From an optimization exercise on the open Yosys and OpenROAD flow, aimed at small area and a short achievable clock period; shortcuts taken in it are not production practice.
The RTL of this run was laid out without a check of its function.
Power and IR drop assume default switching activity.

`flow/config.mk`:
```
export PLATFORM = sky130hd
export DESIGN_NAME = Fir
export DESIGN_NICKNAME = Fir
export VERILOG_FILES = /design/flow/design.v
export SDC_FILE = /design/flow/constraint.sdc
export NUM_CORES = 4
export LEC_CHECK = 0
export CAP_MARGIN = 20
export CORE_MARGIN = 2
export CORE_UTILIZATION = 40
export CTS_BUF_LIST = sky130_fd_sc_hd__clkbuf_4 sky130_fd_sc_hd__clkbuf_8
export CTS_CLUSTER_SIZE = 30
export SETUP_SLACK_MARGIN = 4.3
export SLEW_MARGIN = 20
export SYNTH_HIERARCHICAL = 1
export SYNTH_MINIMUM_KEEP_SIZE = 0
```
`flow/constraint.sdc`:
```
create_clock -name core_clock -period 10.0 [get_ports {clk}]
set_input_delay 2.0000 -clock core_clock [delete_from_list [all_inputs] [get_ports {clk}]]
set_output_delay 2.0000 -clock core_clock [all_outputs]
set_load 0.01 [all_outputs]
```
`flow/design.v`:
```
module fadd(a,b,c,s,co);
input a,b,c;
output s,co;
assign s=a^b^c;
assign co=(a&b)|(a&c)|(b&c);
endmodule
module hadd(a,b,s,co);
input a,b;
output s,co;
assign s=a^b;
assign co=a&b;
endmodule
module ygp(a,b,gn,pn);
input a,b;
output gn,pn;
assign gn=~(a&b);
assign pn=~(a|b);
endmodule
module yxor(a,b,t);
input a,b;
output t;
assign t=a^b;
endmodule
module yadd(gn,pn,t,h,h1,h2,h3,y);
input [13:0]gn,pn,t;
input [3:0]h;
input h1,h2,h3;    
output [17:0]y;
wire G0_1,G0_2,P0_2,G0_3,P0_3,G0_4,P0_4,G0_5,P0_5,G0_6,P0_6,G0_7,P0_7,G0_8,P0_8,G0_9,P0_9,G0_10,P0_10,G0_11,P0_11,G0_12,P0_12,G0_13,P0_13,G1_2,G1_3,G1_4,P1_4,G1_5,P1_5,G1_6,P1_6,G1_7,P1_7,G1_8,P1_8,G1_9,P1_9,G1_10,P1_10,G1_11,P1_11,G1_12,P1_12,G1_13,P1_13,G2_4,G2_5,G2_6,G2_7,G2_8,P2_8,G2_9,P2_9,G2_10,P2_10,G2_11,P2_11,G2_12,P2_12,G2_13,P2_13,G3_8,G3_9,G3_10,G3_11,G3_12,G3_13;
assign G0_1=~gn[1]|(~pn[1]&~gn[0]);
assign G0_2=~gn[2]|(~pn[2]&~gn[1]);
assign P0_2=~pn[2]&~pn[1];
assign G0_3=~gn[3]|(~pn[3]&~gn[2]);
assign P0_3=~pn[3]&~pn[2];
assign G0_4=~gn[4]|(~pn[4]&~gn[3]);
assign P0_4=~pn[4]&~pn[3];
assign G0_5=~gn[5]|(~pn[5]&~gn[4]);
assign P0_5=~pn[5]&~pn[4];
assign G0_6=~gn[6]|(~pn[6]&~gn[5]);
assign P0_6=~pn[6]&~pn[5];
assign G0_7=~gn[7]|(~pn[7]&~gn[6]);
assign P0_7=~pn[7]&~pn[6];
assign G0_8=~gn[8]|(~pn[8]&~gn[7]);
assign P0_8=~pn[8]&~pn[7];
assign G0_9=~gn[9]|(~pn[9]&~gn[8]);
assign P0_9=~pn[9]&~pn[8];
assign G0_10=~gn[10]|(~pn[10]&~gn[9]);
assign P0_10=~pn[10]&~pn[9];
assign G0_11=~gn[11]|(~pn[11]&~gn[10]);
assign P0_11=~pn[11]&~pn[10];
assign G0_12=~gn[12]|(~pn[12]&~gn[11]);
assign P0_12=~pn[12]&~pn[11];
assign G0_13=~gn[13]|(~pn[13]&~gn[12]);
assign P0_13=~pn[13]&~pn[12];
assign G1_2=G0_2|(P0_2&~gn[0]);
assign G1_3=G0_3|(P0_3&G0_1);
assign G1_4=G0_4|(P0_4&G0_2);
assign P1_4=P0_4&P0_2;
assign G1_5=G0_5|(P0_5&G0_3);
assign P1_5=P0_5&P0_3;
assign G1_6=G0_6|(P0_6&G0_4);
assign P1_6=P0_6&P0_4;
assign G1_7=G0_7|(P0_7&G0_5);
assign P1_7=P0_7&P0_5;
assign G1_8=G0_8|(P0_8&G0_6);
assign P1_8=P0_8&P0_6;
assign G1_9=G0_9|(P0_9&G0_7);
assign P1_9=P0_9&P0_7;
assign G1_10=G0_10|(P0_10&G0_8);
assign P1_10=P0_10&P0_8;
assign G1_11=G0_11|(P0_11&G0_9);
assign P1_11=P0_11&P0_9;
assign G1_12=G0_12|(P0_12&G0_10);
assign P1_12=P0_12&P0_10;
assign G1_13=G0_13|(P0_13&G0_11);
assign P1_13=P0_13&P0_11;
assign G2_4=G1_4|(P1_4&~gn[0]);
assign G2_5=G1_5|(P1_5&G0_1);
assign G2_6=G1_6|(P1_6&G1_2);
assign G2_7=G1_7|(P1_7&G1_3);
assign G2_8=G1_8|(P1_8&G1_4);
assign P2_8=P1_8&P1_4;
assign G2_9=G1_9|(P1_9&G1_5);
assign P2_9=P1_9&P1_5;
assign G2_10=G1_10|(P1_10&G1_6);
assign P2_10=P1_10&P1_6;
assign G2_11=G1_11|(P1_11&G1_7);
assign P2_11=P1_11&P1_7;
assign G2_12=G1_12|(P1_12&G1_8);
assign P2_12=P1_12&P1_8;
assign G2_13=G1_13|(P1_13&G1_9);
assign P2_13=P1_13&P1_9;
assign G3_8=G2_8|(P2_8&~gn[0]);
assign G3_9=G2_9|(P2_9&G0_1);
assign G3_10=G2_10|(P2_10&G1_2);
assign G3_11=G2_11|(P2_11&G1_3);
assign G3_12=G2_12|(P2_12&G2_4);
assign G3_13=G2_13|(P2_13&G2_5);
assign y[0]=t[0];
assign y[1]=t[1]^~gn[0];
assign y[2]=t[2]^G0_1;
assign y[3]=t[3]^G1_2;
assign y[4]=t[4]^G1_3;
assign y[5]=t[5]^G2_4;
assign y[6]=t[6]^G2_5;
assign y[7]=t[7]^G2_6;
assign y[8]=t[8]^G2_7;
assign y[9]=t[9]^G3_8;
assign y[10]=t[10]^G3_9;
assign y[11]=t[11]^G3_10;
assign y[12]=t[12]^G3_11;
assign y[13]=t[13]^G3_12;
assign y[14]=h[0]^G3_13;
assign y[15]=h[1]^(G3_13&h1);
assign y[16]=h[2]^(G3_13&h2);
assign y[17]=h[3]^(G3_13&h3);
endmodule
module Fir(reset_n,clk,x_in,y_out);
input reset_n,clk;
input [15:0]x_in;
output [23:0]y_out;
reg [13:0]r4;
reg [17:0]r3;
reg [17:0]r2;
reg [17:0]r1;
reg c3a;
reg c3b;
reg c2a;
reg c2b;
reg c1a;
reg c1b;
reg c1c;
wire zx;
wire [17:0]af_s;
wire [18:0]af_c;
wire [17:0]af_r;
wire [18:0]af_k;
wire [17:0]a3_s;
wire [18:0]a3_c;
wire [17:0]a3_r;
wire [18:0]a3_k;
wire [17:0]a2_s;
wire [18:0]a2_c;
wire [17:0]a2_r;
wire [18:0]a2_k;
wire [17:0]a1_s;
wire [18:0]a1_c;
wire [17:0]a1_r;
wire [18:0]a1_k;
wire [17:0]r1v;
wire r1s;
wire r1c;
wire [17:0]r1k;
wire r1u;
wire [13:0]yg;
wire [13:0]yp;
wire [13:0]yt;
wire [17:0]y;
wire yh1;
wire yh2;
assign zx=~(x_in[2]|x_in[1]|x_in[0]);    
fadd u1(.a(x_in[0]),.b(~x_in[3]),.c(zx),.s(af_r[0]),.co(af_k[1]));
fadd u2(.a(x_in[1]),.b(~x_in[4]),.c(af_k[1]),.s(af_r[1]),.co(af_k[2]));
fadd u3(.a(x_in[2]),.b(~x_in[5]),.c(af_k[2]),.s(af_r[2]),.co(af_k[3]));
fadd u4(.a(x_in[3]),.b(~x_in[6]),.c(af_k[3]),.s(af_r[3]),.co(af_k[4]));
fadd u5(.a(x_in[4]),.b(~x_in[7]),.c(af_k[4]),.s(af_r[4]),.co(af_k[5]));
fadd u6(.a(x_in[5]),.b(~x_in[8]),.c(af_k[5]),.s(af_r[5]),.co(af_k[6]));
fadd u7(.a(x_in[6]),.b(~x_in[9]),.c(af_k[6]),.s(af_r[6]),.co(af_k[7]));
fadd u8(.a(x_in[7]),.b(~x_in[10]),.c(af_k[7]),.s(af_r[7]),.co(af_k[8]));
fadd u9(.a(x_in[8]),.b(~x_in[11]),.c(af_k[8]),.s(af_r[8]),.co(af_k[9]));
hadd u10(.a(x_in[9]),.b(~x_in[12]),.s(af_r[9]),.co(af_k[10]));
fadd u11(.a(x_in[10]),.b(~x_in[13]),.c(af_k[10]),.s(af_r[10]),.co(af_k[11]));
fadd u12(.a(x_in[11]),.b(~x_in[14]),.c(af_k[11]),.s(af_r[11]),.co(af_k[12]));
fadd u13(.a(x_in[12]),.b(~x_in[15]),.c(af_k[12]),.s(af_r[12]),.co(af_k[13]));
assign af_r[13]=~(x_in[13]^af_k[13]);
assign af_k[14]=x_in[13]|af_k[13];
assign af_r[14]=~(x_in[14]^af_k[14]);
assign af_k[15]=x_in[14]|af_k[14];
assign af_r[15]=~(x_in[15]^af_k[15]);
assign af_k[16]=x_in[15]|af_k[15];
hadd u14(.a(1'b1),.b(af_k[16]),.s(af_r[16]),.co(af_k[17]));
hadd u15(.a(1'b1),.b(af_k[17]),.s(af_r[17]),.co(af_k[18]));
hadd u16(.a(af_r[0]),.b(r4[0]),.s(a3_r[0]),.co(a3_k[1]));
fadd u17(.a(af_r[1]),.b(r4[1]),.c(a3_k[1]),.s(a3_r[1]),.co(a3_k[2]));
fadd u18(.a(af_r[2]),.b(r4[2]),.c(a3_k[2]),.s(a3_r[2]),.co(a3_k[3]));
fadd u19(.a(af_r[3]),.b(r4[3]),.c(a3_k[3]),.s(a3_r[3]),.co(a3_k[4]));
fadd u20(.a(af_r[4]),.b(r4[4]),.c(a3_k[4]),.s(a3_r[4]),.co(a3_k[5]));
fadd u21(.a(af_r[5]),.b(r4[5]),.c(a3_k[5]),.s(a3_r[5]),.co(a3_k[6]));
fadd u22(.a(af_r[6]),.b(r4[6]),.c(a3_k[6]),.s(a3_r[6]),.co(a3_k[7]));
fadd u23(.a(af_r[7]),.b(r4[7]),.c(a3_k[7]),.s(a3_r[7]),.co(a3_k[8]));
fadd u24(.a(af_r[8]),.b(r4[8]),.c(a3_k[8]),.s(a3_r[8]),.co(a3_k[9]));
hadd u25(.a(af_r[9]),.b(r4[9]),.s(a3_r[9]),.co(a3_k[10]));
fadd u26(.a(af_r[10]),.b(r4[10]),.c(a3_k[10]),.s(a3_r[10]),.co(a3_k[11]));
fadd u27(.a(af_r[11]),.b(r4[11]),.c(a3_k[11]),.s(a3_r[11]),.co(a3_k[12]));
fadd u28(.a(af_r[12]),.b(r4[12]),.c(a3_k[12]),.s(a3_r[12]),.co(a3_k[13]));
fadd u29(.a(af_r[13]),.b(r4[13]),.c(a3_k[13]),.s(a3_r[13]),.co(a3_k[14]));
hadd u30(.a(af_r[14]),.b(a3_k[14]),.s(a3_r[14]),.co(a3_k[15]));
hadd u31(.a(af_r[15]),.b(a3_k[15]),.s(a3_r[15]),.co(a3_k[16]));
hadd u32(.a(af_r[16]),.b(a3_k[16]),.s(a3_r[16]),.co(a3_k[17]));
hadd u33(.a(af_r[17]),.b(a3_k[17]),.s(a3_r[17]),.co(a3_k[18]));
hadd u34(.a(x_in[0]),.b(r3[0]),.s(a2_r[0]),.co(a2_k[1]));
fadd u35(.a(x_in[1]),.b(r3[1]),.c(a2_k[1]),.s(a2_r[1]),.co(a2_k[2]));
fadd u36(.a(x_in[2]),.b(r3[2]),.c(a2_k[2]),.s(a2_r[2]),.co(a2_k[3]));
fadd u37(.a(x_in[3]),.b(r3[3]),.c(a2_k[3]),.s(a2_r[3]),.co(a2_k[4]));
fadd u38(.a(x_in[4]),.b(r3[4]),.c(a2_k[4]),.s(a2_r[4]),.co(a2_k[5]));
fadd u39(.a(x_in[5]),.b(r3[5]),.c(a2_k[5]),.s(a2_r[5]),.co(a2_k[6]));
fadd u40(.a(x_in[6]),.b(r3[6]),.c(a2_k[6]),.s(a2_r[6]),.co(a2_k[7]));
fadd u41(.a(x_in[7]),.b(r3[7]),.c(a2_k[7]),.s(a2_r[7]),.co(a2_k[8]));
fadd u42(.a(x_in[8]),.b(r3[8]),.c(a2_k[8]),.s(a2_r[8]),.co(a2_k[9]));
fadd u43(.a(x_in[9]),.b(r3[9]),.c(c3a),.s(a2_r[9]),.co(a2_k[10]));
fadd u44(.a(x_in[10]),.b(r3[10]),.c(a2_k[10]),.s(a2_r[10]),.co(a2_k[11]));
fadd u45(.a(x_in[11]),.b(r3[11]),.c(a2_k[11]),.s(a2_r[11]),.co(a2_k[12]));
fadd u46(.a(x_in[12]),.b(r3[12]),.c(a2_k[12]),.s(a2_r[12]),.co(a2_k[13]));
fadd u47(.a(x_in[13]),.b(r3[13]),.c(a2_k[13]),.s(a2_r[13]),.co(a2_k[14]));
fadd u48(.a(x_in[14]),.b(r3[14]),.c(a2_k[14]),.s(a2_r[14]),.co(a2_k[15]));
fadd u49(.a(x_in[15]),.b(r3[15]),.c(a2_k[15]),.s(a2_r[15]),.co(a2_k[16]));
hadd u50(.a(r3[16]),.b(a2_k[16]),.s(a2_r[16]),.co(a2_k[17]));
hadd u51(.a(r3[17]),.b(a2_k[17]),.s(a2_r[17]),.co(a2_k[18]));
hadd u52(.a(af_r[0]),.b(r2[0]),.s(a1_r[0]),.co(a1_k[1]));
fadd u53(.a(af_r[1]),.b(r2[1]),.c(a1_k[1]),.s(a1_r[1]),.co(a1_k[2]));
fadd u54(.a(af_r[2]),.b(r2[2]),.c(a1_k[2]),.s(a1_r[2]),.co(a1_k[3]));
fadd u55(.a(af_r[3]),.b(r2[3]),.c(a1_k[3]),.s(a1_r[3]),.co(a1_k[4]));
fadd u56(.a(af_r[4]),.b(r2[4]),.c(a1_k[4]),.s(a1_r[4]),.co(a1_k[5]));
fadd u57(.a(af_r[5]),.b(r2[5]),.c(a1_k[5]),.s(a1_r[5]),.co(a1_k[6]));
fadd u58(.a(af_r[6]),.b(r2[6]),.c(a1_k[6]),.s(a1_r[6]),.co(a1_k[7]));
fadd u59(.a(af_r[7]),.b(r2[7]),.c(a1_k[7]),.s(a1_r[7]),.co(a1_k[8]));
fadd u60(.a(af_r[8]),.b(r2[8]),.c(a1_k[8]),.s(a1_r[8]),.co(a1_k[9]));
fadd u61(.a(af_r[9]),.b(r2[9]),.c(c2a),.s(a1_r[9]),.co(a1_k[10]));
fadd u62(.a(af_r[10]),.b(r2[10]),.c(a1_k[10]),.s(a1_r[10]),.co(a1_k[11]));
fadd u63(.a(af_r[11]),.b(r2[11]),.c(a1_k[11]),.s(a1_r[11]),.co(a1_k[12]));
fadd u64(.a(af_r[12]),.b(r2[12]),.c(a1_k[12]),.s(a1_r[12]),.co(a1_k[13]));
fadd u65(.a(af_r[13]),.b(r2[13]),.c(a1_k[13]),.s(a1_r[13]),.co(a1_k[14]));
fadd u66(.a(af_r[14]),.b(r2[14]),.c(a1_k[14]),.s(a1_r[14]),.co(a1_k[15]));
fadd u67(.a(af_r[15]),.b(r2[15]),.c(a1_k[15]),.s(a1_r[15]),.co(a1_k[16]));
fadd u68(.a(af_r[16]),.b(r2[16]),.c(a1_k[16]),.s(a1_r[16]),.co(a1_k[17]));
fadd u69(.a(af_r[17]),.b(r2[17]),.c(a1_k[17]),.s(a1_r[17]),.co(a1_k[18]));
fadd u70(.a(c1a),.b(c1b),.c(c1c),.s(r1s),.co(r1c));
assign r1k[9:0]={r1[9]^r1s,r1[8:0]};
assign r1k[10]=r1[10]^r1c^(r1[9]&r1s);
assign r1u=(r1[10]&r1c)|(r1[10]&r1[9]&r1s)|(r1c&r1[9]&r1s);    
assign r1k[11]=r1[11]^r1u;
assign r1k[12]=r1[12]^(r1u&(&r1[11:11]));
assign r1k[13]=r1[13]^(r1u&(&r1[12:11]));
assign r1k[14]=r1[14]^(r1u&(&r1[13:11]));
assign r1k[15]=r1[15]^(r1u&(&r1[14:11]));
assign r1k[16]=r1[16]^(r1u&(&r1[15:11]));
assign r1k[17]=r1[17]^(r1u&(&r1[16:11]));
ygp u71(.a(x_in[2]),.b(r1k[0]),.gn(yg[0]),.pn(yp[0]));
yxor u72(.a(x_in[2]),.b(r1k[0]),.t(yt[0]));
ygp u73(.a(x_in[3]),.b(r1k[1]),.gn(yg[1]),.pn(yp[1]));
yxor u74(.a(x_in[3]),.b(r1k[1]),.t(yt[1]));
ygp u75(.a(x_in[4]),.b(r1k[2]),.gn(yg[2]),.pn(yp[2]));
yxor u76(.a(x_in[4]),.b(r1k[2]),.t(yt[2]));
ygp u77(.a(x_in[5]),.b(r1k[3]),.gn(yg[3]),.pn(yp[3]));
yxor u78(.a(x_in[5]),.b(r1k[3]),.t(yt[3]));
ygp u79(.a(x_in[6]),.b(r1k[4]),.gn(yg[4]),.pn(yp[4]));
yxor u80(.a(x_in[6]),.b(r1k[4]),.t(yt[4]));
ygp u81(.a(x_in[7]),.b(r1k[5]),.gn(yg[5]),.pn(yp[5]));
yxor u82(.a(x_in[7]),.b(r1k[5]),.t(yt[5]));
ygp u83(.a(x_in[8]),.b(r1k[6]),.gn(yg[6]),.pn(yp[6]));
yxor u84(.a(x_in[8]),.b(r1k[6]),.t(yt[6]));
ygp u85(.a(x_in[9]),.b(r1k[7]),.gn(yg[7]),.pn(yp[7]));
yxor u86(.a(x_in[9]),.b(r1k[7]),.t(yt[7]));
ygp u87(.a(x_in[10]),.b(r1k[8]),.gn(yg[8]),.pn(yp[8]));
yxor u88(.a(x_in[10]),.b(r1k[8]),.t(yt[8]));
ygp u89(.a(x_in[11]),.b(r1k[9]),.gn(yg[9]),.pn(yp[9]));
yxor u90(.a(x_in[11]),.b(r1k[9]),.t(yt[9]));
ygp u91(.a(x_in[12]),.b(r1k[10]),.gn(yg[10]),.pn(yp[10]));
yxor u92(.a(x_in[12]),.b(r1k[10]),.t(yt[10]));
ygp u93(.a(x_in[13]),.b(r1k[11]),.gn(yg[11]),.pn(yp[11]));
yxor u94(.a(x_in[13]),.b(r1k[11]),.t(yt[11]));
ygp u95(.a(x_in[14]),.b(r1k[12]),.gn(yg[12]),.pn(yp[12]));
yxor u96(.a(x_in[14]),.b(r1k[12]),.t(yt[12]));
ygp u97(.a(x_in[15]),.b(r1k[13]),.gn(yg[13]),.pn(yp[13]));
yxor u98(.a(x_in[15]),.b(r1k[13]),.t(yt[13]));
assign yh2=r1k[14]&r1k[15]&r1k[16];
assign yh1=r1k[14]&r1k[15];
yadd ya(.gn(yg),.pn(yp),.t(yt),.h(r1k[17:14]),.h1(r1k[14]),.h2(yh1),.h3(yh2),.y(y));
always @(posedge clk or negedge reset_n)
begin
if(!reset_n)
	begin
	r4<=14'h0;
	r3<=18'h0;
	r2<=18'h0;
	r1<=18'h0;
	c3a<=1'h0;
	c3b<=1'h0;
	c2a<=1'h0;
	c2b<=1'h0;
	c1a<=1'h0;
	c1b<=1'h0;
	c1c<=1'h0;
	end
else
	begin
	r4<=x_in[15:2];
	r3<={a3_r[17],a3_r[16],a3_r[15],a3_r[14],a3_r[13],a3_r[12],a3_r[11],a3_r[10],a3_r[9],a3_r[8],a3_r[7],a3_r[6],a3_r[5],a3_r[4],a3_r[3],a3_r[2],a3_r[1],a3_r[0]};
	r2<={a2_r[17],a2_r[16],a2_r[15],a2_r[14],a2_r[13],a2_r[12],a2_r[11],a2_r[10],a2_r[9],a2_r[8],a2_r[7],a2_r[6],a2_r[5],a2_r[4],a2_r[3],a2_r[2],a2_r[1],a2_r[0]};
	r1<={a1_r[17],a1_r[16],a1_r[15],a1_r[14],a1_r[13],a1_r[12],a1_r[11],a1_r[10],a1_r[9],a1_r[8],a1_r[7],a1_r[6],a1_r[5],a1_r[4],a1_r[3],a1_r[2],a1_r[1],a1_r[0]};
	c3a<=a3_k[9];
	c3b<=af_k[9];
	c2a<=a2_k[9];
	c2b<=c3b;
	c1a<=a1_k[9];
	c1b<=c2b;
	c1c<=af_k[9];
	end
end
assign y_out={6'b0,y};
endmodule
```
`flow/flow/run.sh`:
```
#!/bin/bash
# Own layout flow: the standard flow (standard.sh), with two changes:
#  - clock tree synthesis without dummy load cells (-dont_use_dummy_load),
#  - port buffers start from buf_1 instead of the flow's default choice.
# Each tool's output goes to the ORFS logs under orfs/logs/; make's own output
# goes to flow_make.log here.
set -euo pipefail
bash standard.sh \
  "CTS_ARGS=-sink_clustering_enable -repair_clock_nets -dont_use_dummy_load -sink_clustering_size 30 -buf_list {sky130_fd_sc_hd__clkbuf_4 sky130_fd_sc_hd__clkbuf_8}" \
  "BUFFER_PORTS_ARGS=-buffer_cell sky130_fd_sc_hd__buf_1" \
  finish > flow_make.log 2>&1
```
`flow/standard.sh`:
```
#!/bin/bash
# synth_recipe.tcl (not shown) runs the flow's synth.tcl, then flattens the netlist and writes it again
# the make line also repeats each setting of config.mk as NAME=value (left out here)
make -C /OpenROAD-flow-scripts/flow DESIGN_CONFIG=/design/flow/config.mk WORK_HOME=/design/flow/orfs CLKGATE_MAP_FILE= SYNTH_SCRIPT=/design/flow/synth_recipe.tcl "${@:-finish}"
```
==> run notes <==
## per-stage QoR
stage | cell area [µm²] | cells | hold slack (ns)
2_1_floorplan | 4370 | 320 | 0.331
3_3_place_gp | 4620 | 484 | 0.336
3_5_place_dp | 4620 | 484 | 0.351
4_1_cts | 4880 | 495 | 0.360
5_1_grt | 5020 | 497 | 0.366
6_report | 5020 | 497 | 0.351
## area by class of cell
class                   count  area share [%]
clock buffers               9            2.47
flip-flops and latches     74            36.9
well taps                 136            3.39
repair buffers             39            5.06
inverters                  21            1.57
multi-input cells         218            50.6
## metal layers
layer | GRT usage (%) | up-vias | part of all wire (%)
li1 | - | 1108 | -
met1 | 19.7 | 1272 | 42
met2 | 26.0 | 41 | 53
met3 | 3.15 | 17 | 3.1
met4 | 6.41 | 0 | 1.9
met5 | 0 | - | 0
## sequential cells by signal (all words and copies together), names as in the netlist
name	count
c2b	1
c2a	1
r1	18
c1c	1
c1b	1
r2	18
c1a	1
c3a	1
r3	18
r4	14
## placed cells by master, fill, tap and decap left out, drive strengths merged, types with 2 or more instances in the layout
cell and instances:
nand2 20, xnor2 9, or2 2, o21a 5
o21ai 9, nor4 2, and3 2, nor2 19
clkbuf 12, nor3 5, buf 36, a21oi 3
conb 8, fa 57, a31oi 4, o211ai 5
ha 19, inv 21, dfrtp 74, xor2 28
a21boi 5
## how the worst max path moves through the flow
stage	slack, ns	to	cells after the start
after global placement	3.50	r3[8]	12
after detailed placement	3.42	r3[8]	12
after CTS	4.14	r3[8]	11
final	4.18	r3[8]	11
after floorplan	3.98	r3[8]	10
after global routing	4.12	r3[8]	12
## where the power goes
group / switching (mW) / leakage (nW) / internal [mW]
registers: 0.0798 / 0.862 / 0.416
logic: 0.530 / 1.19 / 0.399
clock network: 0.0946 / 0.0647 / 0.0803
## timing repair
action,in CTS,in global routing
buffers inserted,2,2
pin swaps,4,9
endpoints found under the setup margin,19,11
gates resized for setup,46,27
## worst max-delay path, cell delays in order
cell and delay, ns:
buf_8 0.11, fa_2 0.38, fa_2 0.35, fa_2 0.36, fa_2 0.36, fa_2 0.36, fa_2 0.34, fa_2 0.35
fa_2 0.50, fa_2 0.42, fa_2 0.57
==> run_results.csv <==
group,metric,value,unit
worst_setup_path,reg2regPathDepth,9,
pwr,max-vdd-ir-drop,0.112,mV
final_layout,layout-drive-gt1-share,26.0,%
pwr,power.leakage,2.11,nW
routing,post-route-drc-count,0,
routing,detail_route.vias_per_cell,4.91,
die,initial_utilization,41.2,%
cts,cts.htree.levels,3,
grt,grt_pass1_vias,2678,
routing,drt.antenna.violating_nets,0,
sta,clock_skew,0.0270,ns
die,ioPinCount,42,
final_layout,layout.nets,457,
sta,max_freq,172,MHz
worst_setup_path,timing.critical_path.to_type,"flop",
worst_setup_path,reg2reg_setup_slack,6.11,ns
die,row_count,37,
sta,rsz0062_at_grt,"yes",
worst_setup_path,crit-reg2reg-launch,"r3[0]",
final_layout,antenna-diode-count,0,
worst_setup_path,worstPathMaxFanout,3,
sta,timing.final.crit_share,58.2,%
yosys,synthesis.area,4270,µm²
routing,detailroute.via_count,2438,
worst_setup_path,cp-start-kind,"primary input",
worst_hold_path,hold_start,"c2b",
place,finalWeightedCongestion,0.772,
cts,cts-root-buf,"clkbuf_8",
grt,grt_antenna_before_repair,0,
sta,max_slew.worst_pin.slew,0.911,ns
outcome,outcome,"finished clean",
final_layout,synthToLayoutAreaGrowth,17.5,%
worst_hold_path,hold_ep,"c1b",
cts,clk-insertion-delay-late,0.34,ns
sta,setup_total_negative_slack,0,ns
yosys,syn_warnings,7,
cts,cts-buffers-inserted,9,
grt,wire_length_of_the_first_global_routing_pass,13.3,mm
die,die_h,107,µm
worst_setup_path,crit_path_start,"x_in[0]",
die,die_width,107,µm
sta,worst_slack,4.18,ns
sta,final-hold-violation-count,0,
yosys,avgSynthCellArea,13.6,µm²
yosys,synthesis.instances,314,
sta,finalWorstPathRequiredPeriod,5.82,ns
final_layout,multi_input_gate_area,2540,µm²
die,fp.dieArea,11500,µm²
cts,cts_sinks,74,
final_layout,n_fill_cell,926,
grt,globalRouteTotalUtil,15.5,%
place,hpwlAfterDp,6.07,mm
grt,grt_max_degree,75,
flow_run,timing.max_cap.violations,0,
pwr,p_total,1.60,mW
sta,slew_violations,0,
routing,detail_route.wirelength,7.87,mm
worst_setup_path,crit-reg2reg-capture,"r2[8]",
cts,max-clock-path-buffers,2,
place,placement.io_buffers,35,
worst_setup_path,critPathArrivalTime,6.10,ns
cts,clkTransAtPathRegs,0.07,ns
worst_setup_path,setup.worst_path.class,"primary input to flop",
place,post-place-ws,3.42,ns
final_layout,regArea,1850,µm²
final_layout,final_cell_utilization_of_the_core,48.4,%
pwr,pwr_density_cell,318,nW/µm²
routing,first_iter_violations,68,
worst_hold_path,hold_path.class,"flop to flop",
routing,drt_pass1_iterations,4,
grt,global_route.overflow_total,0,
cts,hold_buffers,0,
worst_hold_path,hold_depth,0,
routing,routedWlPerCell,15.8,µm
sta,relSlewSlack,39.3,%
cts,tritoncts,"yes",
die,design.core.area,10400,µm²
sta,setup_viol_count_final,0,
worst_setup_path,critical_path_required,10.28,ns

==> port drivers added, routing unchanged <==
The results above use ideal ports. As a check the final layout listed here was re-extracted and re-timed, cells and wires unchanged. Step 1 (the two cells are an assumption about what drives the block):
set clk [get_ports {clk}]
set_driving_cell -lib_cell sky130_fd_sc_hd__clkbuf_16 $clk
set_driving_cell -lib_cell sky130_fd_sc_hd__buf_2 [delete_from_list [all_inputs] $clk]
Step 2 moves the port delays by t, midway between the first and last clock arrival at a register: inputs arrive t later, outputs are due t later. That takes back most of the time a late clock gives input paths. Slacks: ideal ports / drivers / drivers and shift; pairs: ideal ports / drivers.
shift t [ns]: 0.365
setup WS [ns]: 4.176 / 4.153 / 3.788
hold WS [ns]: 0.351 / 0.351 / 0.351
worst setup path after step 2: input to register
pins driven straight from the clock port: 1
After both steps this run still meets setup and hold. For this run, drivers alone change the setup slack by -0.023 ns; drivers and shift together by -0.388 ns.
